Context: an optimization exercise on an open-source flow, tuned for small area and a short achievable clock period. The choices shown serve that exercise and are no tape-out recipe. In this exercise RTL edits were held to simulation tests only and were not proved equivalent to the original.

==> flow/design.v (outline; a module is shown in full before it is edited, if it fits) <==
// module mul33: 3077 lines
// module regfile: 25 lines
// module mdu: 28 lines
// module alu: 46 lines
// module divx: 519 lines
// module riscv_core: 245 lines
module riscv_core (
    input  clock,
    input  reset,
    output [31:0] bus_address,
    input  [31:0] bus_read_data,
    output [31:0] bus_write_data,
    output [3:0]  bus_byte_enable,
    output        bus_read_enable,
    output        bus_write_enable,
    input  [31:0] inst,
    output [31:0] pc
);
  // ...
==> flow/run.sh <==
#!/bin/bash
# synth_recipe.tcl (not shown) runs the flow's synth.tcl, then flattens the netlist and writes it again
# the make line also repeats each setting of config.mk as NAME=value (left out here)
make -C /OpenROAD-flow-scripts/flow DESIGN_CONFIG=/design/flow/config.mk WORK_HOME=/design/flow/orfs CLKGATE_MAP_FILE= SYNTH_SCRIPT=/design/flow/synth_recipe.tcl finish
==> flow/config.mk <==
export PLATFORM = sky130hd
export DESIGN_NAME = riscv_core
export DESIGN_NICKNAME = riscv_core
export VERILOG_FILES = /design/flow/design.v
export SDC_FILE = /design/flow/constraint.sdc
export NUM_CORES = 4
export LEC_CHECK = 0
export CAP_MARGIN = 20
export CORE_MARGIN = 2
export CORE_UTILIZATION = 45
export PLACE_DENSITY = 0.55
export SLEW_MARGIN = 20
==> flow/constraint.sdc <==
create_clock -name core_clock -period 100.0 [get_ports {clock}]
set_input_delay 20.0000 -clock core_clock [delete_from_list [all_inputs] [get_ports {clock}]]
set_output_delay 20.0000 -clock core_clock [all_outputs]
set_load 0.01 [all_outputs]
==> reports/qor.txt, run 1 <==
Status = failed layout checks
Failed Checks = max-capacitance violations, max-slew violations
Largest cells by area after synthesis = edfxtp_1 (18%), fa_1 (12%), ha_1 (12%), nor2_1 (4.5%), xnor2_1 (4.3%)
CTS resizes = 0
Maxcap violations = 2
Placed Area = 0.177 mm2
Total iterations of the first detailed-routing run = 13
Setup CP Type = flop to flop
Syn Area/Cell = 8.82 um2
Largest net degree at the start of global routing = 69
YS warnings = 5
Most frequent cells after synthesis = nor2_1 (1981), ha_1 (1547), inv_1 (1306), a21oi_1 (1189), nand2_1 (1080)
FMAX = 18.3 MHz
Layout fillers = 35300
Initial antenna violation count = 135
Total track usage = 52.5%
Post-Synth Adder-Cell Area = 24.2%
Inst Count DP = 23700
Clock-pin slew on the worst setup and hold paths = 0.07 ns
Netlist cell types = 130
Family with the most delay on the worst path = compound AO/OA/AOI/OAI gates
# DRC = 0
Finish-stage setup viols = 0
Area of the multi-input gates = 0.123 mm2
Fraction of registers with async set/reset = 5.61%
Max-slew violations = 26
Worst path required time = 100.71 ns
Non-CTS buffers = 849
==> module mdu, before the edit <==
module mdu (
    input  [4:0]  fn,
    input  [31:0] a,
    input  [31:0] b,
    output [31:0] mul_result,
    output [31:0] div_result
);
    wire mul_signed = (fn == 5'b01101);
    wire [63:0] product;
    mul33 multiplier (
        .a ({mul_signed & a[31], a}),
        .b ({mul_signed & b[31], b}),
        .p (product)
    );
    assign mul_result = (fn == 5'b01100) ? product[31:0] : product[63:32];
    wire div_signed = (fn == 5'b10000) || (fn == 5'b10010);
    wire is_rem     = (fn == 5'b10010) || (fn == 5'b10011);
    wire a_neg = div_signed & a[31];
    wire b_neg = div_signed & b[31];
    wire [31:0] ua = a_neg ? -a : a;
    wire [31:0] ub = b_neg ? -b : b;
    wire [31:0] uq, ur;
    divx divider (.a(ua), .d(ub), .q(uq), .r(ur));
    wire [31:0] q = (a_neg ^ b_neg) ? -uq : uq;
    wire [31:0] r = a_neg ? -ur : ur;
    wire b_zero = (b == 32'b0);
    assign div_result = b_zero ? (is_rem ? a : 32'd1) : (is_rem ? r : q);
endmodule
==> module divx, before the edit <==
module divx (input [31:0] a, input [31:0] d, output [31:0] q, output [31:0] r);
    logic [31:0] R [0:11];
    assign R[0] = 32'b0;
    wire [2:0] x1 = a[31:29];
    wire [2:0] k1_1 = 3'(1) * d[2:0];
    wire f1_1 = d <= 32'd7;
    wire [3:0] s1_1 = {1'b0, x1} - {1'b0, k1_1};
    wire g1_1 = f1_1 & ~s1_1[3];
    wire [2:0] k1_2 = 3'(2) * d[2:0];
    wire f1_2 = d <= 32'd3;
    wire [3:0] s1_2 = {1'b0, x1} - {1'b0, k1_2};
    wire g1_2 = f1_2 & ~s1_2[3];
    wire [2:0] k1_3 = 3'(3) * d[2:0];
    wire f1_3 = d <= 32'd2;
    wire [3:0] s1_3 = {1'b0, x1} - {1'b0, k1_3};
    wire g1_3 = f1_3 & ~s1_3[3];
    wire [2:0] k1_4 = 3'(4) * d[2:0];
    wire f1_4 = d <= 32'd1;
    wire [3:0] s1_4 = {1'b0, x1} - {1'b0, k1_4};
    wire g1_4 = f1_4 & ~s1_4[3];
    wire [2:0] k1_5 = 3'(5) * d[2:0];
    wire f1_5 = d <= 32'd1;
    wire [3:0] s1_5 = {1'b0, x1} - {1'b0, k1_5};
    wire g1_5 = f1_5 & ~s1_5[3];
    wire [2:0] k1_6 = 3'(6) * d[2:0];
    wire f1_6 = d <= 32'd1;
    wire [3:0] s1_6 = {1'b0, x1} - {1'b0, k1_6};
    wire g1_6 = f1_6 & ~s1_6[3];
    wire [2:0] k1_7 = 3'(7) * d[2:0];
    wire f1_7 = d <= 32'd1;
    wire [3:0] s1_7 = {1'b0, x1} - {1'b0, k1_7};
    wire g1_7 = f1_7 & ~s1_7[3];
    wire o1_0 = ~g1_1;
    wire o1_1 = g1_1 & ~g1_2;
    wire o1_2 = g1_2 & ~g1_3;
    wire o1_3 = g1_3 & ~g1_4;
    wire o1_4 = g1_4 & ~g1_5;
    wire o1_5 = g1_5 & ~g1_6;
    wire o1_6 = g1_6 & ~g1_7;
    wire o1_7 = g1_7;
    wire [2:0] n1 = ({3{o1_0}} & x1)
        | ({3{o1_1}} & s1_1[2:0])
        | ({3{o1_2}} & s1_2[2:0])
        | ({3{o1_3}} & s1_3[2:0])
        | ({3{o1_4}} & s1_4[2:0])
        | ({3{o1_5}} & s1_5[2:0])
        | ({3{o1_6}} & s1_6[2:0])
        | ({3{o1_7}} & s1_7[2:0]);
    assign R[1] = {29'b0, n1[2:0]};
    assign q[29] = o1_1 | o1_3 | o1_5 | o1_7;
    assign q[30] = o1_2 | o1_3 | o1_6 | o1_7;
    assign q[31] = o1_4 | o1_5 | o1_6 | o1_7;
    wire [5:0] x2 = {R[1][2:0], a[28:26]};
    wire [5:0] k2_1 = 6'(1) * d[5:0];
    wire f2_1 = d <= 32'd63;
    wire [6:0] s2_1 = {1'b0, x2} - {1'b0, k2_1};
    wire g2_1 = f2_1 & ~s2_1[6];
    wire [5:0] k2_2 = 6'(2) * d[5:0];
    wire f2_2 = d <= 32'd31;
    wire [6:0] s2_2 = {1'b0, x2} - {1'b0, k2_2};
    wire g2_2 = f2_2 & ~s2_2[6];
    wire [5:0] k2_3 = 6'(3) * d[5:0];
    wire f2_3 = d <= 32'd21;
    wire [6:0] s2_3 = {1'b0, x2} - {1'b0, k2_3};
    wire g2_3 = f2_3 & ~s2_3[6];
    wire [5:0] k2_4 = 6'(4) * d[5:0];
    wire f2_4 = d <= 32'd15;
    wire [6:0] s2_4 = {1'b0, x2} - {1'b0, k2_4};
    wire g2_4 = f2_4 & ~s2_4[6];
    wire [5:0] k2_5 = 6'(5) * d[5:0];
    wire f2_5 = d <= 32'd12;
    wire [6:0] s2_5 = {1'b0, x2} - {1'b0, k2_5};
    wire g2_5 = f2_5 & ~s2_5[6];
    wire [5:0] k2_6 = 6'(6) * d[5:0];
    wire f2_6 = d <= 32'd10;
    wire [6:0] s2_6 = {1'b0, x2} - {1'b0, k2_6};
    wire g2_6 = f2_6 & ~s2_6[6];
    wire [5:0] k2_7 = 6'(7) * d[5:0];
    wire f2_7 = d <= 32'd9;
    wire [6:0] s2_7 = {1'b0, x2} - {1'b0, k2_7};
    wire g2_7 = f2_7 & ~s2_7[6];
    wire o2_0 = ~g2_1;
    wire o2_1 = g2_1 & ~g2_2;
    wire o2_2 = g2_2 & ~g2_3;
    wire o2_3 = g2_3 & ~g2_4;
    wire o2_4 = g2_4 & ~g2_5;
    wire o2_5 = g2_5 & ~g2_6;
    wire o2_6 = g2_6 & ~g2_7;
    wire o2_7 = g2_7;
    wire [5:0] n2 = ({6{o2_0}} & x2)
        | ({6{o2_1}} & s2_1[5:0])
        | ({6{o2_2}} & s2_2[5:0])
        | ({6{o2_3}} & s2_3[5:0])
        | ({6{o2_4}} & s2_4[5:0])
        | ({6{o2_5}} & s2_5[5:0])
        | ({6{o2_6}} & s2_6[5:0])
        | ({6{o2_7}} & s2_7[5:0]);
    assign R[2] = {26'b0, n2[5:0]};
    assign q[26] = o2_1 | o2_3 | o2_5 | o2_7;
    assign q[27] = o2_2 | o2_3 | o2_6 | o2_7;
    assign q[28] = o2_4 | o2_5 | o2_6 | o2_7;
    wire [8:0] x3 = {R[2][5:0], a[25:23]};
    wire [8:0] k3_1 = 9'(1) * d[8:0];
    wire f3_1 = d <= 32'd511;
    wire [9:0] s3_1 = {1'b0, x3} - {1'b0, k3_1};
    wire g3_1 = f3_1 & ~s3_1[9];
    wire [8:0] k3_2 = 9'(2) * d[8:0];
    wire f3_2 = d <= 32'd255;
    wire [9:0] s3_2 = {1'b0, x3} - {1'b0, k3_2};
    wire g3_2 = f3_2 & ~s3_2[9];
    wire [8:0] k3_3 = 9'(3) * d[8:0];
    wire f3_3 = d <= 32'd170;
    wire [9:0] s3_3 = {1'b0, x3} - {1'b0, k3_3};
    wire g3_3 = f3_3 & ~s3_3[9];
    wire [8:0] k3_4 = 9'(4) * d[8:0];
    wire f3_4 = d <= 32'd127;
    wire [9:0] s3_4 = {1'b0, x3} - {1'b0, k3_4};
    wire g3_4 = f3_4 & ~s3_4[9];
    wire [8:0] k3_5 = 9'(5) * d[8:0];
    wire f3_5 = d <= 32'd102;
    wire [9:0] s3_5 = {1'b0, x3} - {1'b0, k3_5};
    wire g3_5 = f3_5 & ~s3_5[9];
    wire [8:0] k3_6 = 9'(6) * d[8:0];
    wire f3_6 = d <= 32'd85;
    wire [9:0] s3_6 = {1'b0, x3} - {1'b0, k3_6};
    wire g3_6 = f3_6 & ~s3_6[9];
    wire [8:0] k3_7 = 9'(7) * d[8:0];
    wire f3_7 = d <= 32'd73;
    wire [9:0] s3_7 = {1'b0, x3} - {1'b0, k3_7};
    wire g3_7 = f3_7 & ~s3_7[9];
    wire o3_0 = ~g3_1;
    wire o3_1 = g3_1 & ~g3_2;
    wire o3_2 = g3_2 & ~g3_3;
    wire o3_3 = g3_3 & ~g3_4;
    wire o3_4 = g3_4 & ~g3_5;
    wire o3_5 = g3_5 & ~g3_6;
    wire o3_6 = g3_6 & ~g3_7;
    wire o3_7 = g3_7;
    wire [8:0] n3 = ({9{o3_0}} & x3)
        | ({9{o3_1}} & s3_1[8:0])
        | ({9{o3_2}} & s3_2[8:0])
        | ({9{o3_3}} & s3_3[8:0])
        | ({9{o3_4}} & s3_4[8:0])
        | ({9{o3_5}} & s3_5[8:0])
        | ({9{o3_6}} & s3_6[8:0])
        | ({9{o3_7}} & s3_7[8:0]);
    assign R[3] = {23'b0, n3[8:0]};
    assign q[23] = o3_1 | o3_3 | o3_5 | o3_7;
    assign q[24] = o3_2 | o3_3 | o3_6 | o3_7;
    assign q[25] = o3_4 | o3_5 | o3_6 | o3_7;
    wire [11:0] x4 = {R[3][8:0], a[22:20]};
    wire [11:0] k4_1 = 12'(1) * d[11:0];
    wire f4_1 = d <= 32'd4095;
    wire [12:0] s4_1 = {1'b0, x4} - {1'b0, k4_1};
    wire g4_1 = f4_1 & ~s4_1[12];
    wire [11:0] k4_2 = 12'(2) * d[11:0];
    wire f4_2 = d <= 32'd2047;
    wire [12:0] s4_2 = {1'b0, x4} - {1'b0, k4_2};
    wire g4_2 = f4_2 & ~s4_2[12];
    wire [11:0] k4_3 = 12'(3) * d[11:0];
    wire f4_3 = d <= 32'd1365;
    wire [12:0] s4_3 = {1'b0, x4} - {1'b0, k4_3};
    wire g4_3 = f4_3 & ~s4_3[12];
    wire [11:0] k4_4 = 12'(4) * d[11:0];
    wire f4_4 = d <= 32'd1023;
    wire [12:0] s4_4 = {1'b0, x4} - {1'b0, k4_4};
    wire g4_4 = f4_4 & ~s4_4[12];
    wire [11:0] k4_5 = 12'(5) * d[11:0];
    wire f4_5 = d <= 32'd819;
    wire [12:0] s4_5 = {1'b0, x4} - {1'b0, k4_5};
    wire g4_5 = f4_5 & ~s4_5[12];
    wire [11:0] k4_6 = 12'(6) * d[11:0];
    wire f4_6 = d <= 32'd682;
    wire [12:0] s4_6 = {1'b0, x4} - {1'b0, k4_6};
    wire g4_6 = f4_6 & ~s4_6[12];
    wire [11:0] k4_7 = 12'(7) * d[11:0];
    wire f4_7 = d <= 32'd585;
    wire [12:0] s4_7 = {1'b0, x4} - {1'b0, k4_7};
    wire g4_7 = f4_7 & ~s4_7[12];
    wire o4_0 = ~g4_1;
    wire o4_1 = g4_1 & ~g4_2;
    wire o4_2 = g4_2 & ~g4_3;
    wire o4_3 = g4_3 & ~g4_4;
    wire o4_4 = g4_4 & ~g4_5;
    wire o4_5 = g4_5 & ~g4_6;
    wire o4_6 = g4_6 & ~g4_7;
    wire o4_7 = g4_7;
    wire [11:0] n4 = ({12{o4_0}} & x4)
        | ({12{o4_1}} & s4_1[11:0])
        | ({12{o4_2}} & s4_2[11:0])
        | ({12{o4_3}} & s4_3[11:0])
        | ({12{o4_4}} & s4_4[11:0])
        | ({12{o4_5}} & s4_5[11:0])
        | ({12{o4_6}} & s4_6[11:0])
        | ({12{o4_7}} & s4_7[11:0]);
    assign R[4] = {20'b0, n4[11:0]};
    assign q[20] = o4_1 | o4_3 | o4_5 | o4_7;
    assign q[21] = o4_2 | o4_3 | o4_6 | o4_7;
    assign q[22] = o4_4 | o4_5 | o4_6 | o4_7;
    wire [14:0] x5 = {R[4][11:0], a[19:17]};
    wire [14:0] k5_1 = 15'(1) * d[14:0];
    wire f5_1 = d <= 32'd32767;
    wire [15:0] s5_1 = {1'b0, x5} - {1'b0, k5_1};
    wire g5_1 = f5_1 & ~s5_1[15];
    wire [14:0] k5_2 = 15'(2) * d[14:0];
    wire f5_2 = d <= 32'd16383;
    wire [15:0] s5_2 = {1'b0, x5} - {1'b0, k5_2};
    wire g5_2 = f5_2 & ~s5_2[15];
    wire [14:0] k5_3 = 15'(3) * d[14:0];
    wire f5_3 = d <= 32'd10922;
    wire [15:0] s5_3 = {1'b0, x5} - {1'b0, k5_3};
    wire g5_3 = f5_3 & ~s5_3[15];
    wire [14:0] k5_4 = 15'(4) * d[14:0];
    wire f5_4 = d <= 32'd8191;
    wire [15:0] s5_4 = {1'b0, x5} - {1'b0, k5_4};
    wire g5_4 = f5_4 & ~s5_4[15];
    wire [14:0] k5_5 = 15'(5) * d[14:0];
    wire f5_5 = d <= 32'd6553;
    wire [15:0] s5_5 = {1'b0, x5} - {1'b0, k5_5};
    wire g5_5 = f5_5 & ~s5_5[15];
    wire [14:0] k5_6 = 15'(6) * d[14:0];
    wire f5_6 = d <= 32'd5461;
    wire [15:0] s5_6 = {1'b0, x5} - {1'b0, k5_6};
    wire g5_6 = f5_6 & ~s5_6[15];
    wire [14:0] k5_7 = 15'(7) * d[14:0];
    wire f5_7 = d <= 32'd4681;
    wire [15:0] s5_7 = {1'b0, x5} - {1'b0, k5_7};
    wire g5_7 = f5_7 & ~s5_7[15];
    wire o5_0 = ~g5_1;
    wire o5_1 = g5_1 & ~g5_2;
    wire o5_2 = g5_2 & ~g5_3;
    wire o5_3 = g5_3 & ~g5_4;
    wire o5_4 = g5_4 & ~g5_5;
    wire o5_5 = g5_5 & ~g5_6;
    wire o5_6 = g5_6 & ~g5_7;
    wire o5_7 = g5_7;
    wire [14:0] n5 = ({15{o5_0}} & x5)
        | ({15{o5_1}} & s5_1[14:0])
        | ({15{o5_2}} & s5_2[14:0])
        | ({15{o5_3}} & s5_3[14:0])
        | ({15{o5_4}} & s5_4[14:0])
        | ({15{o5_5}} & s5_5[14:0])
        | ({15{o5_6}} & s5_6[14:0])
        | ({15{o5_7}} & s5_7[14:0]);
    assign R[5] = {17'b0, n5[14:0]};
    assign q[17] = o5_1 | o5_3 | o5_5 | o5_7;
    assign q[18] = o5_2 | o5_3 | o5_6 | o5_7;
    assign q[19] = o5_4 | o5_5 | o5_6 | o5_7;
    wire [17:0] x6 = {R[5][14:0], a[16:14]};
    wire [17:0] k6_1 = 18'(1) * d[17:0];
    wire f6_1 = d <= 32'd262143;
    wire [18:0] s6_1 = {1'b0, x6} - {1'b0, k6_1};
    wire g6_1 = f6_1 & ~s6_1[18];
    wire [17:0] k6_2 = 18'(2) * d[17:0];
    wire f6_2 = d <= 32'd131071;
    wire [18:0] s6_2 = {1'b0, x6} - {1'b0, k6_2};
    wire g6_2 = f6_2 & ~s6_2[18];
    wire [17:0] k6_3 = 18'(3) * d[17:0];
    wire f6_3 = d <= 32'd87381;
    wire [18:0] s6_3 = {1'b0, x6} - {1'b0, k6_3};
    wire g6_3 = f6_3 & ~s6_3[18];
    wire [17:0] k6_4 = 18'(4) * d[17:0];
    wire f6_4 = d <= 32'd65535;
    wire [18:0] s6_4 = {1'b0, x6} - {1'b0, k6_4};
    wire g6_4 = f6_4 & ~s6_4[18];
    wire [17:0] k6_5 = 18'(5) * d[17:0];
    wire f6_5 = d <= 32'd52428;
    wire [18:0] s6_5 = {1'b0, x6} - {1'b0, k6_5};
    wire g6_5 = f6_5 & ~s6_5[18];
    wire [17:0] k6_6 = 18'(6) * d[17:0];
    wire f6_6 = d <= 32'd43690;
    wire [18:0] s6_6 = {1'b0, x6} - {1'b0, k6_6};
    wire g6_6 = f6_6 & ~s6_6[18];
    wire [17:0] k6_7 = 18'(7) * d[17:0];
    wire f6_7 = d <= 32'd37449;
    wire [18:0] s6_7 = {1'b0, x6} - {1'b0, k6_7};
    wire g6_7 = f6_7 & ~s6_7[18];
    wire o6_0 = ~g6_1;
    wire o6_1 = g6_1 & ~g6_2;
    wire o6_2 = g6_2 & ~g6_3;
    wire o6_3 = g6_3 & ~g6_4;
    wire o6_4 = g6_4 & ~g6_5;
    wire o6_5 = g6_5 & ~g6_6;
    wire o6_6 = g6_6 & ~g6_7;
    wire o6_7 = g6_7;
    wire [17:0] n6 = ({18{o6_0}} & x6)
        | ({18{o6_1}} & s6_1[17:0])
        | ({18{o6_2}} & s6_2[17:0])
        | ({18{o6_3}} & s6_3[17:0])
        | ({18{o6_4}} & s6_4[17:0])
        | ({18{o6_5}} & s6_5[17:0])
        | ({18{o6_6}} & s6_6[17:0])
        | ({18{o6_7}} & s6_7[17:0]);
    assign R[6] = {14'b0, n6[17:0]};
    assign q[14] = o6_1 | o6_3 | o6_5 | o6_7;
    assign q[15] = o6_2 | o6_3 | o6_6 | o6_7;
    assign q[16] = o6_4 | o6_5 | o6_6 | o6_7;
    wire [20:0] x7 = {R[6][17:0], a[13:11]};
    wire [20:0] k7_1 = 21'(1) * d[20:0];
    wire f7_1 = d <= 32'd2097151;
    wire [21:0] s7_1 = {1'b0, x7} - {1'b0, k7_1};
    wire g7_1 = f7_1 & ~s7_1[21];
    wire [20:0] k7_2 = 21'(2) * d[20:0];
    wire f7_2 = d <= 32'd1048575;
    wire [21:0] s7_2 = {1'b0, x7} - {1'b0, k7_2};
    wire g7_2 = f7_2 & ~s7_2[21];
    wire [20:0] k7_3 = 21'(3) * d[20:0];
    wire f7_3 = d <= 32'd699050;
    wire [21:0] s7_3 = {1'b0, x7} - {1'b0, k7_3};
    wire g7_3 = f7_3 & ~s7_3[21];
    wire [20:0] k7_4 = 21'(4) * d[20:0];
    wire f7_4 = d <= 32'd524287;
    wire [21:0] s7_4 = {1'b0, x7} - {1'b0, k7_4};
    wire g7_4 = f7_4 & ~s7_4[21];
    wire [20:0] k7_5 = 21'(5) * d[20:0];
    wire f7_5 = d <= 32'd419430;
    wire [21:0] s7_5 = {1'b0, x7} - {1'b0, k7_5};
    wire g7_5 = f7_5 & ~s7_5[21];
    wire [20:0] k7_6 = 21'(6) * d[20:0];
    wire f7_6 = d <= 32'd349525;
    wire [21:0] s7_6 = {1'b0, x7} - {1'b0, k7_6};
    wire g7_6 = f7_6 & ~s7_6[21];
    wire [20:0] k7_7 = 21'(7) * d[20:0];
    wire f7_7 = d <= 32'd299593;
    wire [21:0] s7_7 = {1'b0, x7} - {1'b0, k7_7};
    wire g7_7 = f7_7 & ~s7_7[21];
    wire o7_0 = ~g7_1;
    wire o7_1 = g7_1 & ~g7_2;
    wire o7_2 = g7_2 & ~g7_3;
    wire o7_3 = g7_3 & ~g7_4;
    wire o7_4 = g7_4 & ~g7_5;
    wire o7_5 = g7_5 & ~g7_6;
    wire o7_6 = g7_6 & ~g7_7;
    wire o7_7 = g7_7;
    wire [20:0] n7 = ({21{o7_0}} & x7)
        | ({21{o7_1}} & s7_1[20:0])
        | ({21{o7_2}} & s7_2[20:0])
        | ({21{o7_3}} & s7_3[20:0])
        | ({21{o7_4}} & s7_4[20:0])
        | ({21{o7_5}} & s7_5[20:0])
        | ({21{o7_6}} & s7_6[20:0])
        | ({21{o7_7}} & s7_7[20:0]);
    assign R[7] = {11'b0, n7[20:0]};
    assign q[11] = o7_1 | o7_3 | o7_5 | o7_7;
    assign q[12] = o7_2 | o7_3 | o7_6 | o7_7;
    assign q[13] = o7_4 | o7_5 | o7_6 | o7_7;
    wire [23:0] x8 = {R[7][20:0], a[10:8]};
    wire [23:0] k8_1 = 24'(1) * d[23:0];
    wire f8_1 = d <= 32'd16777215;
    wire [24:0] s8_1 = {1'b0, x8} - {1'b0, k8_1};
    wire g8_1 = f8_1 & ~s8_1[24];
    wire [23:0] k8_2 = 24'(2) * d[23:0];
    wire f8_2 = d <= 32'd8388607;
    wire [24:0] s8_2 = {1'b0, x8} - {1'b0, k8_2};
    wire g8_2 = f8_2 & ~s8_2[24];
    wire [23:0] k8_3 = 24'(3) * d[23:0];
    wire f8_3 = d <= 32'd5592405;
    wire [24:0] s8_3 = {1'b0, x8} - {1'b0, k8_3};
    wire g8_3 = f8_3 & ~s8_3[24];
    wire [23:0] k8_4 = 24'(4) * d[23:0];
    wire f8_4 = d <= 32'd4194303;
    wire [24:0] s8_4 = {1'b0, x8} - {1'b0, k8_4};
    wire g8_4 = f8_4 & ~s8_4[24];
    wire [23:0] k8_5 = 24'(5) * d[23:0];
    wire f8_5 = d <= 32'd3355443;
    wire [24:0] s8_5 = {1'b0, x8} - {1'b0, k8_5};
    wire g8_5 = f8_5 & ~s8_5[24];
    wire [23:0] k8_6 = 24'(6) * d[23:0];
    wire f8_6 = d <= 32'd2796202;
    wire [24:0] s8_6 = {1'b0, x8} - {1'b0, k8_6};
    wire g8_6 = f8_6 & ~s8_6[24];
    wire [23:0] k8_7 = 24'(7) * d[23:0];
    wire f8_7 = d <= 32'd2396745;
    wire [24:0] s8_7 = {1'b0, x8} - {1'b0, k8_7};
    wire g8_7 = f8_7 & ~s8_7[24];
    wire o8_0 = ~g8_1;
    wire o8_1 = g8_1 & ~g8_2;
    wire o8_2 = g8_2 & ~g8_3;
    wire o8_3 = g8_3 & ~g8_4;
    wire o8_4 = g8_4 & ~g8_5;
    wire o8_5 = g8_5 & ~g8_6;
    wire o8_6 = g8_6 & ~g8_7;
    wire o8_7 = g8_7;
    wire [23:0] n8 = ({24{o8_0}} & x8)
        | ({24{o8_1}} & s8_1[23:0])
        | ({24{o8_2}} & s8_2[23:0])
        | ({24{o8_3}} & s8_3[23:0])
        | ({24{o8_4}} & s8_4[23:0])
        | ({24{o8_5}} & s8_5[23:0])
        | ({24{o8_6}} & s8_6[23:0])
        | ({24{o8_7}} & s8_7[23:0]);
    assign R[8] = {8'b0, n8[23:0]};
    assign q[8] = o8_1 | o8_3 | o8_5 | o8_7;
    assign q[9] = o8_2 | o8_3 | o8_6 | o8_7;
    assign q[10] = o8_4 | o8_5 | o8_6 | o8_7;
    wire [26:0] x9 = {R[8][23:0], a[7:5]};
    wire [26:0] k9_1 = 27'(1) * d[26:0];
    wire f9_1 = d <= 32'd134217727;
    wire [27:0] s9_1 = {1'b0, x9} - {1'b0, k9_1};
    wire g9_1 = f9_1 & ~s9_1[27];
    wire [26:0] k9_2 = 27'(2) * d[26:0];
    wire f9_2 = d <= 32'd67108863;
    wire [27:0] s9_2 = {1'b0, x9} - {1'b0, k9_2};
    wire g9_2 = f9_2 & ~s9_2[27];
    wire [26:0] k9_3 = 27'(3) * d[26:0];
    wire f9_3 = d <= 32'd44739242;
    wire [27:0] s9_3 = {1'b0, x9} - {1'b0, k9_3};
    wire g9_3 = f9_3 & ~s9_3[27];
    wire [26:0] k9_4 = 27'(4) * d[26:0];
    wire f9_4 = d <= 32'd33554431;
    wire [27:0] s9_4 = {1'b0, x9} - {1'b0, k9_4};
    wire g9_4 = f9_4 & ~s9_4[27];
    wire [26:0] k9_5 = 27'(5) * d[26:0];
    wire f9_5 = d <= 32'd26843545;
    wire [27:0] s9_5 = {1'b0, x9} - {1'b0, k9_5};
    wire g9_5 = f9_5 & ~s9_5[27];
    wire [26:0] k9_6 = 27'(6) * d[26:0];
    wire f9_6 = d <= 32'd22369621;
    wire [27:0] s9_6 = {1'b0, x9} - {1'b0, k9_6};
    wire g9_6 = f9_6 & ~s9_6[27];
    wire [26:0] k9_7 = 27'(7) * d[26:0];
    wire f9_7 = d <= 32'd19173961;
    wire [27:0] s9_7 = {1'b0, x9} - {1'b0, k9_7};
    wire g9_7 = f9_7 & ~s9_7[27];
    wire o9_0 = ~g9_1;
    wire o9_1 = g9_1 & ~g9_2;
    wire o9_2 = g9_2 & ~g9_3;
    wire o9_3 = g9_3 & ~g9_4;
    wire o9_4 = g9_4 & ~g9_5;
    wire o9_5 = g9_5 & ~g9_6;
    wire o9_6 = g9_6 & ~g9_7;
    wire o9_7 = g9_7;
    wire [26:0] n9 = ({27{o9_0}} & x9)
        | ({27{o9_1}} & s9_1[26:0])
        | ({27{o9_2}} & s9_2[26:0])
        | ({27{o9_3}} & s9_3[26:0])
        | ({27{o9_4}} & s9_4[26:0])
        | ({27{o9_5}} & s9_5[26:0])
        | ({27{o9_6}} & s9_6[26:0])
        | ({27{o9_7}} & s9_7[26:0]);
    assign R[9] = {5'b0, n9[26:0]};
    assign q[5] = o9_1 | o9_3 | o9_5 | o9_7;
    assign q[6] = o9_2 | o9_3 | o9_6 | o9_7;
    assign q[7] = o9_4 | o9_5 | o9_6 | o9_7;
    wire [29:0] x10 = {R[9][26:0], a[4:2]};
    wire [29:0] k10_1 = 30'(1) * d[29:0];
    wire f10_1 = d <= 32'd1073741823;
    wire [30:0] s10_1 = {1'b0, x10} - {1'b0, k10_1};
    wire g10_1 = f10_1 & ~s10_1[30];
    wire [29:0] k10_2 = 30'(2) * d[29:0];
    wire f10_2 = d <= 32'd536870911;
    wire [30:0] s10_2 = {1'b0, x10} - {1'b0, k10_2};
    wire g10_2 = f10_2 & ~s10_2[30];
    wire [29:0] k10_3 = 30'(3) * d[29:0];
    wire f10_3 = d <= 32'd357913941;
    wire [30:0] s10_3 = {1'b0, x10} - {1'b0, k10_3};
    wire g10_3 = f10_3 & ~s10_3[30];
    wire [29:0] k10_4 = 30'(4) * d[29:0];
    wire f10_4 = d <= 32'd268435455;
    wire [30:0] s10_4 = {1'b0, x10} - {1'b0, k10_4};
    wire g10_4 = f10_4 & ~s10_4[30];
    wire [29:0] k10_5 = 30'(5) * d[29:0];
    wire f10_5 = d <= 32'd214748364;
    wire [30:0] s10_5 = {1'b0, x10} - {1'b0, k10_5};
    wire g10_5 = f10_5 & ~s10_5[30];
    wire [29:0] k10_6 = 30'(6) * d[29:0];
    wire f10_6 = d <= 32'd178956970;
    wire [30:0] s10_6 = {1'b0, x10} - {1'b0, k10_6};
    wire g10_6 = f10_6 & ~s10_6[30];
    wire [29:0] k10_7 = 30'(7) * d[29:0];
    wire f10_7 = d <= 32'd153391689;
    wire [30:0] s10_7 = {1'b0, x10} - {1'b0, k10_7};
    wire g10_7 = f10_7 & ~s10_7[30];
    wire o10_0 = ~g10_1;
    wire o10_1 = g10_1 & ~g10_2;
    wire o10_2 = g10_2 & ~g10_3;
    wire o10_3 = g10_3 & ~g10_4;
    wire o10_4 = g10_4 & ~g10_5;
    wire o10_5 = g10_5 & ~g10_6;
    wire o10_6 = g10_6 & ~g10_7;
    wire o10_7 = g10_7;
    wire [29:0] n10 = ({30{o10_0}} & x10)
        | ({30{o10_1}} & s10_1[29:0])
        | ({30{o10_2}} & s10_2[29:0])
        | ({30{o10_3}} & s10_3[29:0])
        | ({30{o10_4}} & s10_4[29:0])
        | ({30{o10_5}} & s10_5[29:0])
        | ({30{o10_6}} & s10_6[29:0])
        | ({30{o10_7}} & s10_7[29:0]);
    assign R[10] = {2'b0, n10[29:0]};
    assign q[2] = o10_1 | o10_3 | o10_5 | o10_7;
    assign q[3] = o10_2 | o10_3 | o10_6 | o10_7;
    assign q[4] = o10_4 | o10_5 | o10_6 | o10_7;
    wire [31:0] x11 = {R[10][29:0], a[1:0]};
    wire [31:0] k11_1 = 32'(1) * d[31:0];
    wire f11_1 = d <= 32'd4294967295;
    wire [32:0] s11_1 = {1'b0, x11} - {1'b0, k11_1};
    wire g11_1 = f11_1 & ~s11_1[32];
    wire [31:0] k11_2 = 32'(2) * d[31:0];
    wire f11_2 = d <= 32'd2147483647;
    wire [32:0] s11_2 = {1'b0, x11} - {1'b0, k11_2};
    wire g11_2 = f11_2 & ~s11_2[32];
    wire [31:0] k11_3 = 32'(3) * d[31:0];
    wire f11_3 = d <= 32'd1431655765;
    wire [32:0] s11_3 = {1'b0, x11} - {1'b0, k11_3};
    wire g11_3 = f11_3 & ~s11_3[32];
    wire o11_0 = ~g11_1;
    wire o11_1 = g11_1 & ~g11_2;
    wire o11_2 = g11_2 & ~g11_3;
    wire o11_3 = g11_3;
    wire [31:0] n11 = ({32{o11_0}} & x11)
        | ({32{o11_1}} & s11_1[31:0])
        | ({32{o11_2}} & s11_2[31:0])
        | ({32{o11_3}} & s11_3[31:0]);
    assign R[11] = n11[31:0];
    assign q[0] = o11_1 | o11_3;
    assign q[1] = o11_2 | o11_3;
    assign r = R[11];
endmodule
==> module riscv_core, before the edit <==
module riscv_core (
    input  clock,
    input  reset,
    output [31:0] bus_address,
    input  [31:0] bus_read_data,
    output [31:0] bus_write_data,
    output [3:0]  bus_byte_enable,
    output        bus_read_enable,
    output        bus_write_enable,
    input  [31:0] inst,
    output [31:0] pc
);
    logic [31:0] pc_q;                   
    logic [31:0] inst_d, pc_d;           
    logic        prev_is_load;
    logic [31:0] opa_e, opb_e, sd_e;     
    logic [4:0]  rd_e, fn_e;
    logic [2:0]  fmt_e;
    logic        we_e, re_e, wr_e, bs_e, wload_e, wlink_e, wlui_e;
    logic [31:0] res_m, sd_m;            
    logic [4:0]  rd_m;
    logic [2:0]  fmt_m;
    logic        we_m, re_m, wr_m, bs_m, wload_m;
    logic [31:0] res_w;                  
    logic [4:0]  rd_w;
    logic        we_w;
    wire [6:0] opcode = inst_d[6:0];
    wire [2:0] f3     = inst_d[14:12];
    wire [6:0] f7     = inst_d[31:25];
    wire [4:0] rd     = inst_d[11:7];
    wire [4:0] rs1    = inst_d[19:15];
    wire [4:0] rs2    = inst_d[24:20];
    wire is_load    = opcode == 7'b0000011;
    wire is_load_fp = opcode == 7'b0000111;
    wire is_store   = opcode == 7'b0100011;
    wire is_op      = opcode == 7'b0110011;
    wire is_op_imm  = opcode == 7'b0010011;
    wire is_lui     = opcode == 7'b0110111;
    wire is_auipc   = opcode == 7'b0010111;
    wire is_branch  = opcode == 7'b1100011;
    wire is_jalr    = opcode == 7'b1100111;
    wire is_jal     = opcode == 7'b1101111;
    wire is_ctl     = is_branch | is_jal | is_jalr;
    wire [1:0] bs = {bs_m, bs_e};
    wire asel_d = ~(is_load | is_op_imm | is_store | is_op | is_lui | is_branch | is_jalr);
    wire bsel_d = ~(is_op | is_lui | is_branch);
    wire re_d   = is_load | is_load_fp;
    wire wr_d   = is_store;
    wire we_d   = is_load | is_load_fp | is_op | is_op_imm | is_lui | is_auipc |
                  ((is_jal | is_jalr) & ~|bs);
    logic [31:0] imm_d;
    always_comb begin
        case (opcode)
            7'b0000011, 7'b0000111, 7'b0010011, 7'b1100111:
                imm_d = {{21{inst_d[31]}}, inst_d[30:20]};
            7'b0100111, 7'b0100011:
                imm_d = {{21{inst_d[31]}}, inst_d[30:25], inst_d[11:7]};
            7'b1100011:
                imm_d = {{20{inst_d[31]}}, inst_d[7], inst_d[30:25], inst_d[11:8], 1'b0};
            7'b0010111, 7'b0110111:
                imm_d = {inst_d[31:12], 12'b0};
            7'b1101111:
                imm_d = {{12{inst_d[31]}}, inst_d[19:12], inst_d[20], inst_d[30:21], 1'b0};
            default:
                imm_d = 32'b0;
        endcase
    end
    logic [4:0] default_funct, secondary_funct, branch_funct, m_funct, op_funct, op_imm_funct;
    logic [4:0] fn_d;
    always_comb begin
        case (f3)
            3'b000: default_funct = 5'b00001;
            3'b001: default_funct = 5'b00011;
            3'b010: default_funct = 5'b00111;
            3'b011: default_funct = 5'b01000;
            3'b100: default_funct = 5'b01001;
            3'b101: default_funct = 5'b00100;
            3'b110: default_funct = 5'b01010;
            default: default_funct = 5'b01011;
        endcase
        case (f3)
            3'b000: secondary_funct = 5'b00010;
            3'b101: secondary_funct = 5'b00101;
            default: secondary_funct = 5'b00000;
        endcase
        case (f3)
            3'b000, 3'b001: branch_funct = 5'b00110;
            3'b100, 3'b101: branch_funct = 5'b00111;
            3'b110, 3'b111: branch_funct = 5'b01000;
            default:        branch_funct = 5'b00000;
        endcase
        case (f3)
            3'b000: m_funct = 5'b01100;
            3'b001: m_funct = 5'b01101;
            3'b010: m_funct = 5'b01110;
            3'b011: m_funct = 5'b01111;
            3'b100: m_funct = 5'b10000;
            3'b101: m_funct = 5'b10001;
            3'b110: m_funct = 5'b10010;
            default: m_funct = 5'b10011;
        endcase
        op_funct     = f7[5] ? secondary_funct : (f7[0] ? m_funct : default_funct);
        op_imm_funct = (f7[5] && f3[1:0] == 2'b01) ? secondary_funct : default_funct;
        if (is_op)           fn_d = op_funct;
        else if (is_op_imm)  fn_d = op_imm_funct;
        else if (is_branch)  fn_d = branch_funct;
        else                 fn_d = 5'b00001;
    end
    wire rd_e_nz   = |rd_e;
    wire want_stall = prev_is_load & we_e & rd_e_nz &
                      (((rd_e == rs1) & ~asel_d) | ((rd_e == rs2) & (~bsel_d | re_d)));
    wire pc_we      = ~want_stall & (~is_ctl | (|bs));
    wire no_stall   = ~want_stall & (~is_ctl | bs[1]);
    wire jump_start = ~want_stall & is_ctl & ~|bs;
    wire [31:0] rf_rs1, rf_rs2;
    regfile regfile (
        .clock        (clock),
        .write_enable (we_w),
        .rd_address   (rd_w),
        .rd_data      (res_w),
        .rs1_address  (rs1),
        .rs2_address  (rs2),
        .rs1_data     (rf_rs1),
        .rs2_data     (rf_rs2)
    );
    wire [31:0] alu_result, alu_sum;
    wire eq, lt, ltu;
    alu alu (
        .fn     (fn_e),
        .a      (opa_e),
        .b      (opb_e),
        .result (alu_result),
        .sum    (alu_sum),
        .eq     (eq),
        .lt     (lt),
        .ltu    (ltu)
    );
    wire [31:0] load_data;
    logic [31:0] load_data_r;
    logic [3:0]  bus_byte_enable_r;
    wire [31:0] shifted = bus_read_data >> {res_m[1:0], 3'b000};
    always_comb begin
        case (fmt_m[1:0])
            2'b00:   load_data_r = {{24{~fmt_m[2] & shifted[7]}}, shifted[7:0]};
            2'b01:   load_data_r = {{16{~fmt_m[2] & shifted[15]}}, shifted[15:0]};
            2'b10:   load_data_r = shifted;
            default: load_data_r = 32'b0;
        endcase
    end
    assign load_data = load_data_r;
    assign pc               = pc_q;
    assign bus_address      = res_m;
    assign bus_read_enable  = re_m;
    assign bus_write_enable = wr_m;
    assign bus_write_data   = sd_m << {res_m[1:0], 3'b000};
    always_comb begin
        case (fmt_m[1:0])
            2'b00:   bus_byte_enable_r = 4'b0001 << res_m[1:0];
            2'b01:   bus_byte_enable_r = 4'b0011 << res_m[1:0];
            2'b10:   bus_byte_enable_r = 4'b1111 << res_m[1:0];
            default: bus_byte_enable_r = 4'b0000;
        endcase
    end
    assign bus_byte_enable = bus_byte_enable_r;
    wire fwd_e1 = ~prev_is_load & we_e & rd_e_nz & (rd_e == rs1);
    wire fwd_e2 = ~prev_is_load & we_e & rd_e_nz & (rd_e == rs2);
    wire fwd_m1 = we_m & re_m & (|rd_m) & (rd_m == rs1);
    wire fwd_m2 = we_m & re_m & (|rd_m) & (rd_m == rs2);
    wire [31:0] rs1_old = fwd_m1 ? load_data : rf_rs1;
    wire [31:0] rs2_old = fwd_m2 ? load_data : rf_rs2;
    wire [31:0] rs2_val = fwd_e2 ? alu_result : rs2_old;
    wire [31:0] opa_next = (fwd_e1 & ~asel_d) ? alu_result : (asel_d ? pc_d : rs1_old);
    wire [31:0] opb_next = (fwd_e2 & ~bsel_d) ? alu_result : (bsel_d ? imm_d : rs2_old);
    wire [31:0] sd_next  = is_lui ? imm_d : rs2_val;
    logic take;
    always_comb begin
        case (f3)
            3'b000: take = eq;
            3'b001: take = ~eq;
            3'b100: take = lt;
            3'b101: take = ~lt;
            3'b110: take = ltu;
            3'b111: take = ~ltu;
            default: take = 1'b0;
        endcase
    end
    wire [31:0] pc_target = pc_d + imm_d;
    logic [31:0] next_pc;
    always_comb begin
        if (bs_e & is_jalr)                      next_pc = {alu_sum[31:1], 1'b0};
        else if (bs_e & (is_jal | (is_branch & take))) next_pc = pc_target;
        else if (bs_e & is_branch)               next_pc = pc_q;
        else                                     next_pc = pc_q + 32'd4;
    end
    always_ff @(posedge clock or posedge reset)
        if (reset)       pc_q <= 32'h00400000;
        else if (pc_we)  pc_q <= next_pc;
    always_ff @(posedge clock or posedge reset)
        if (reset)          inst_d <= 32'h00000013;
        else if (no_stall)  inst_d <= inst;
    always_ff @(posedge clock)
        if (no_stall) pc_d <= pc_q;
    always_ff @(posedge clock or posedge reset)
        if (reset) begin
            prev_is_load <= 1'b0;
            we_e <= 1'b0;
            re_e <= 1'b0;
            wr_e <= 1'b0;
            bs_e <= 1'b0;
            we_m <= 1'b0;
            re_m <= 1'b0;
            wr_m <= 1'b0;
            bs_m <= 1'b0;
            we_w <= 1'b0;
        end else begin
            prev_is_load <= is_load | is_load_fp;
            we_e <= we_d & ~want_stall;
            re_e <= re_d & ~want_stall;
            wr_e <= wr_d & ~want_stall;
            bs_e <= jump_start;
            we_m <= we_e;
            re_m <= re_e;
            wr_m <= wr_e;
            bs_m <= bs_e;
            we_w <= we_m;
        end
    always_ff @(posedge clock) begin
        opa_e   <= opa_next;
        opb_e   <= opb_next;
        sd_e    <= sd_next;
        rd_e    <= rd;
        fn_e    <= fn_d;
        fmt_e   <= f3;
        wload_e <= is_load;
        wlink_e <= is_jal | is_jalr;
        wlui_e  <= is_lui;
        res_m   <= wlink_e ? pc_q : (wlui_e ? sd_e : alu_result);
        sd_m    <= sd_e;
        rd_m    <= rd_e;
        fmt_m   <= fmt_e;
        wload_m <= wload_e;
        res_w   <= wload_m ? load_data : res_m;
        rd_w    <= rd_m;
    end
endmodule
==> inputs of run 2 (changes only) <==
--- a/flow/design.v
+++ b/flow/design.v
@@ -3121,10 +3121,12 @@
     wire b_neg = div_signed & b[31];
     wire [31:0] ua = a_neg ? -a : a;
     wire [31:0] ub = b_neg ? -b : b;
-    wire [31:0] uq, ur;
-    divx divider (.a(ua), .d(ub), .q(uq), .r(ur));
-    wire [31:0] q = (a_neg ^ b_neg) ? -uq : uq;
-    wire [31:0] r = a_neg ? -ur : ur;
+    wire [31:0] uq, ur, ur_neg;
+    divx divider (.a(ua), .d(ub), .q(uq), .r(ur), .rn(ur_neg));
+    wire [29:0] uq_hi_neg = -uq[31:2];
+    wire [31:0] uq_neg = {(uq[1:0] == 2'b00) ? uq_hi_neg : ~uq[31:2], 2'(-uq[1:0])};
+    wire [31:0] q = (a_neg ^ b_neg) ? uq_neg : uq;
+    wire [31:0] r = a_neg ? ur_neg : ur;
     wire b_zero = (b == 32'b0);
     assign div_result = b_zero ? (is_rem ? a : 32'd1) : (is_rem ? r : q);
 endmodule
@@ -3174,7 +3176,7 @@
         endcase
     end
 endmodule
-module divx (input [31:0] a, input [31:0] d, output [31:0] q, output [31:0] r);
+module divx (input [31:0] a, input [31:0] d, output [31:0] q, output [31:0] r, output [31:0] rn);
     logic [31:0] R [0:11];
     assign R[0] = 32'b0;
     wire [2:0] x1 = a[31:29];
@@ -3688,6 +3690,14 @@
         | ({32{o11_1}} & s11_1[31:0])
         | ({32{o11_2}} & s11_2[31:0])
         | ({32{o11_3}} & s11_3[31:0]);
+    wire [31:0] t11_0 = -x11;
+    wire [31:0] t11_1 = k11_1 - x11;
+    wire [31:0] t11_2 = k11_2 - x11;
+    wire [31:0] t11_3 = k11_3 - x11;
+    assign rn = ({32{o11_0}} & t11_0)
+        | ({32{o11_1}} & t11_1)
+        | ({32{o11_2}} & t11_2)
+        | ({32{o11_3}} & t11_3);
     assign R[11] = n11[31:0];
     assign q[0] = o11_1 | o11_3;
     assign q[1] = o11_2 | o11_3;
@@ -3706,7 +3716,7 @@
     output [31:0] pc
 );
     logic [31:0] pc_q;                   
-    logic [31:0] inst_d, pc_d;           
+    logic [31:0] inst_d;                 
     logic        prev_is_load;
     logic [31:0] opa_e, opb_e, sd_e;     
     logic [4:0]  rd_e, fn_e;
@@ -3719,6 +3729,7 @@
     logic [31:0] res_w;                  
     logic [4:0]  rd_w;
     logic        we_w;
+    wire [31:0] pc_d = pc_q - 32'd4;
     wire [6:0] opcode = inst_d[6:0];
     wire [2:0] f3     = inst_d[14:12];
     wire [6:0] f7     = inst_d[31:25];
@@ -3893,8 +3904,6 @@
     always_ff @(posedge clock or posedge reset)
         if (reset)          inst_d <= 32'h00000013;
         else if (no_stall)  inst_d <= inst;
-    always_ff @(posedge clock)
-        if (no_stall) pc_d <= pc_q;
     always_ff @(posedge clock or posedge reset)
         if (reset) begin
             prev_is_load <= 1'b0;
==> flow/flow/run.sh (new file) <==
#!/bin/bash
# Standard layout, with timing repair asked to reach a larger setup slack than the clock needs:
# the clock period and constraints stay the design's; only the repair target changes.
set -euo pipefail
bash standard.sh SETUP_SLACK_MARGIN=64 finish > make_finish.log 2>&1
==> flow/standard.sh (new file) <==
#!/bin/bash
# synth_recipe.tcl (not shown) runs the flow's synth.tcl, then flattens the netlist and writes it again
# the make line also repeats each setting of config.mk as NAME=value (left out here)
make -C /OpenROAD-flow-scripts/flow DESIGN_CONFIG=/design/flow/config.mk WORK_HOME=/design/flow/orfs CLKGATE_MAP_FILE= SYNTH_SCRIPT=/design/flow/synth_recipe.tcl "${@:-finish}"
removed: flow/run.sh
==> run 2 against run 1 <==
Compared with the run above: the layout still fails its checks (max-capacitance violations, max-slew violations); clock skew decreased by 0.0091 ns; global-route usage decreased by 1.2 points; critical path depth increased by 20; fmax increased by 48%; first-iteration DRC count increased by 11%; highest routed layer unchanged.
==> reports/qor.txt, run 2 <==
Status = failed layout checks (unchanged)
Failed Checks = max-capacitance violations, max-slew violations (unchanged)
Fraction of registers with async set/reset = 5.75% (was 5.61%)
Yosys top cell area share = 17.4% (was 18.5%)
Mapped Nets = 22700 (was 21500)
Max-slew violations = 3 (was 26)
Finish-stage setup viols = 0 (unchanged)
I/O Pins = 168 (unchanged)
CP startpoint kind = flop (unchanged)
Fin. Hold Viols = 0 (unchanged)
Worst path arrival time = 37.65 ns (was 55.22 ns)
Slew headroom = -3.00% (was -22.5%)
Via/cell ratio = 7.19 (was 7.28)
Crit. Startpoint = opb_e[0] (was opb_e[1])
Post-Route Skew = 0.0380 ns (was 0.0471 ns)
Synth Flop Type = edfxtp_1 (unchanged)
Most frequent cells in the layout = nor2_1 (1861), ha_1 (1394), buf_4 (1381) (was nor2_1 (1873), ha_1 (1547), inv_1 (1287))
Grt ovf = 0 (unchanged)
Via count = 188000 (was 176000)
EDFF count, synth = 992 (was 1024)
Crit-path slowest cell = or4_4 (was a311oi_2)
Worst slew pin tran = 1.53 ns (was 1.83 ns)
Layout fillers = 35100 (was 35300)
Die Ht = 621 um (was 612 um)
TritonCTS clock tree = built (unchanged)
First-pass GRT wire length = 1400000 um (was 1360000 um)
Core ar. = 0.379 mm2 (was 0.368 mm2)
Worst stage delay on the critical path = 0.62 ns (was 0.98 ns)
Reg2Reg Setup Slack = 63.04 ns (was 45.49 ns)
Initial Utilization = 45.2% (was 45.1%)
Area leader, netlist = edfxtp_1 (unchanged)
DPL Wire Length = 735000 um (was 738000 um)
# DRC = 0 (unchanged)
Netlist cell types = 121 (was 130)
Total iterations of the first detailed-routing run = 14 (was 13)
Crit share post-route = 37.0% (was 54.5%)
Placer Congestion = 1.11 (was 1.13)
Most frequent cells after synthesis = nor2_1 (2033), ha_1 (1640), a21oi_1 (1350), inv_1 (1345), nand2_1 (1227) (was nor2_1 (1981), ha_1 (1547), inv_1 (1306), a21oi_1 (1189), nand2_1 (1080))
Buffers on Ports = 167 (unchanged)
Vias in the first global route = 174000 (was 162000)
Maxcap violations = 1 (was 2)
Worst-Skew Late Latency = 0.82 ns (was 0.85 ns)
Mapped Cells = 19900 (was 18900)
CP max FO = 11 (was 32)
Most flop-heavy register = regfile.register (unchanged)
Syn Std Cell Area = 0.171 mm2 (was 0.166 mm2)
HP Class = flop to flop (unchanged)
Critical Path Sink Type = flop (unchanged)
Worst path required time = 100.69 ns (was 100.71 ns)
Largest net degree at the start of global routing = 75 (was 69)
Largest cells by area after synthesis = edfxtp_1 (17%), fa_1 (12%), ha_1 (12%), nor2_1 (4.4%), xnor2_1 (4.4%) (was edfxtp_1 (18%), fa_1 (12%), ha_1 (12%), nor2_1 (4.5%), xnor2_1 (4.3%))
Number of buffers created by CTS = 130 (was 135)
Family with the most delay on the worst path = compound AO/OA/AOI/OAI gates (unchanged)
Die width = 621 um (was 612 um)
Wire per inst = 39.7 um (was 41.9 um)
Area grow syn2layout = 21.1% (was 10.0%)
Cell occurring most often along the worst timing path = buf_6 (was ha_1)
Final TNS setup = 0 ns (unchanged)
CTS sink count = 1288 (was 1320)
Register area share after synthesis = 21.0% (was 22.3%)
Clock-pin slew on the worst setup and hold paths = 0.07 ns (about the same)
Reg-to-Reg Start = opb_e[0] (was opb_e[1])
CTS max path bufs = 3 (unchanged)
Crit path time final = 36.96 ns (was 54.51 ns)
Die Area = 0.386 mm2 (was 0.374 mm2)
Routed Antenna Nets = 0 (unchanged)
Routed WL = 1040000 um (was 1010000 um)
YS warnings = 5 (unchanged)
Clock Tree Root = clkbuf_16 (unchanged)
Setup CP Type = flop to flop (unchanged)
Cell Rows = 226 (was 223)
Initial DRC Count = 32400 (was 29300)
Number of synthesized register bits = 1288 (was 1320)
Initial antenna violation count = 111 (was 135)
Total track usage = 51.3% (was 52.5%)
FMAX = 27.1 MHz (was 18.3 MHz)
Unrepaired setup endpoints after global routing = true (was false)
Final #Nets = 23700 (was 21700)
Syn Area/Cell = 8.60 um2 (was 8.82 um2)
Buf+Inv Stages, Crit Path = 35 (was 9)
Most common cell after layout, fill and taps aside = nor2_1 (unchanged)
CTS H-tree lvls = 4 (unchanged)
Layout cell share with drive strength beyond 1 = 18.2% (was 8.27%)
Top-count cell post-synth = nor2_1 (unchanged)
HP Start = sd_e[17] (was wload_e)
Largest register FFs = 992 (unchanged)
[run 2: cell type report]
cell class	instances	area [um2]	share of cell area, %
Antenna cell	71	178	0.0856
Inverter	1375	5350	2.58
Multi-Input combinational cell	16300	140000	67.2
Timing Repair inverter	1	8.76	0.00422
Clock buffer	175	3550	1.71
Tap cell	5016	6280	3.02
Timing Repair Buffer	1814	16100	7.76
Sequential cell	1288	36100	17.4
Clock inverter	61	553	0.266
[run 2: path summary, 6_finish.rpt]
kind,to,depth (start not counted)
hold reg to reg,sd_m[17],0
setup / recovery,res_m[28],169
hold / removal,sd_m[17],0
setup reg to reg,res_m[28],169
min in group asynchronous,inst_d[24],2
max in group asynchronous,pc_q[21],3
[run 2: per-stage QoR]
| step | utilization (%) | area [um2] | hold WS, ns | cells | setup slack, ns |
|---|---|---|---|---|---|
| 2_1_floorplan | - | 172000 | 0.310 | 19900 | 64.01 |
| 3_3_place_gp | 48.2 | 183000 | 0.315 | 24800 | 44.81 |
| 3_5_place_dp | 48.2 | 183000 | 0.312 | 24800 | 45.79 |
| 4_1_cts | 52.7 | 200000 | 0.344 | 25700 | 64.00 |
| 5_1_grt | 54.7 | 208000 | 0.344 | 26100 | 63.00 |
| 6_report | 54.8 | 208000 | 0.346 | 26100 | 63.04 |
[run 2: routing by layer]
metal  wire (um)  part of all wire, %  global-route usage [%]
met5        1060                 0.10                   0.383
met4       95700                  9.2                    37.2
met3      163000                   16                    21.3
met2      404000                   39                    70.5
met1      374000                   36                    64.2
[run 2: what timing repair did]
item,CTS,global route
hold buffers,0,0
buffers inserted,616,368
pin swaps,360,464
endpoints found under the setup margin,128,128
resized for setup,1524,879
cloned,14,5
[run 2: cells by family after synthesis]
| group | synth area share (%) |
|---|---|
| compound gates | 25.1 |
| simple gates | 16.1 |
| fa+ha+maj | 24.1 |
| mux | 1.79 |
| buf+inv | 5.12 |
| flops | 21.0 |
| xor+xnor | 6.66 |

## what the ideal ports hide
No port has a modelled driver above. Below, the same layouts with a new extraction and two added sets of constraints.
Step 1 sets driving cells, clkbuf_16 on the clock port and buf_2 on the other inputs (assumed; they add their load-dependent delay and slew).
Step 2, shift: input delay + t, output delay - t, t = (earliest + latest rising clock arrival at the registers) / 2. This alone moves slack from input paths to output paths.
Slacks: ideal ports / drivers / drivers and shift; pairs: ideal ports / drivers.
| run | t (ns) | slack for setup (ns) | worst setup path after step 2 | worst register clock-pin slew, ns | cell pins on the clock port's net |
|---|---|---|---|---|---|
| run 1 | 0.905 | 45.486 / 45.486 / 45.486 | register to register | 0.07 / 0.07 | 1 |
| run 2 | 0.899 | 63.044 / 63.044 / 63.044 | register to register | 0.08 / 0.08 | 1 |
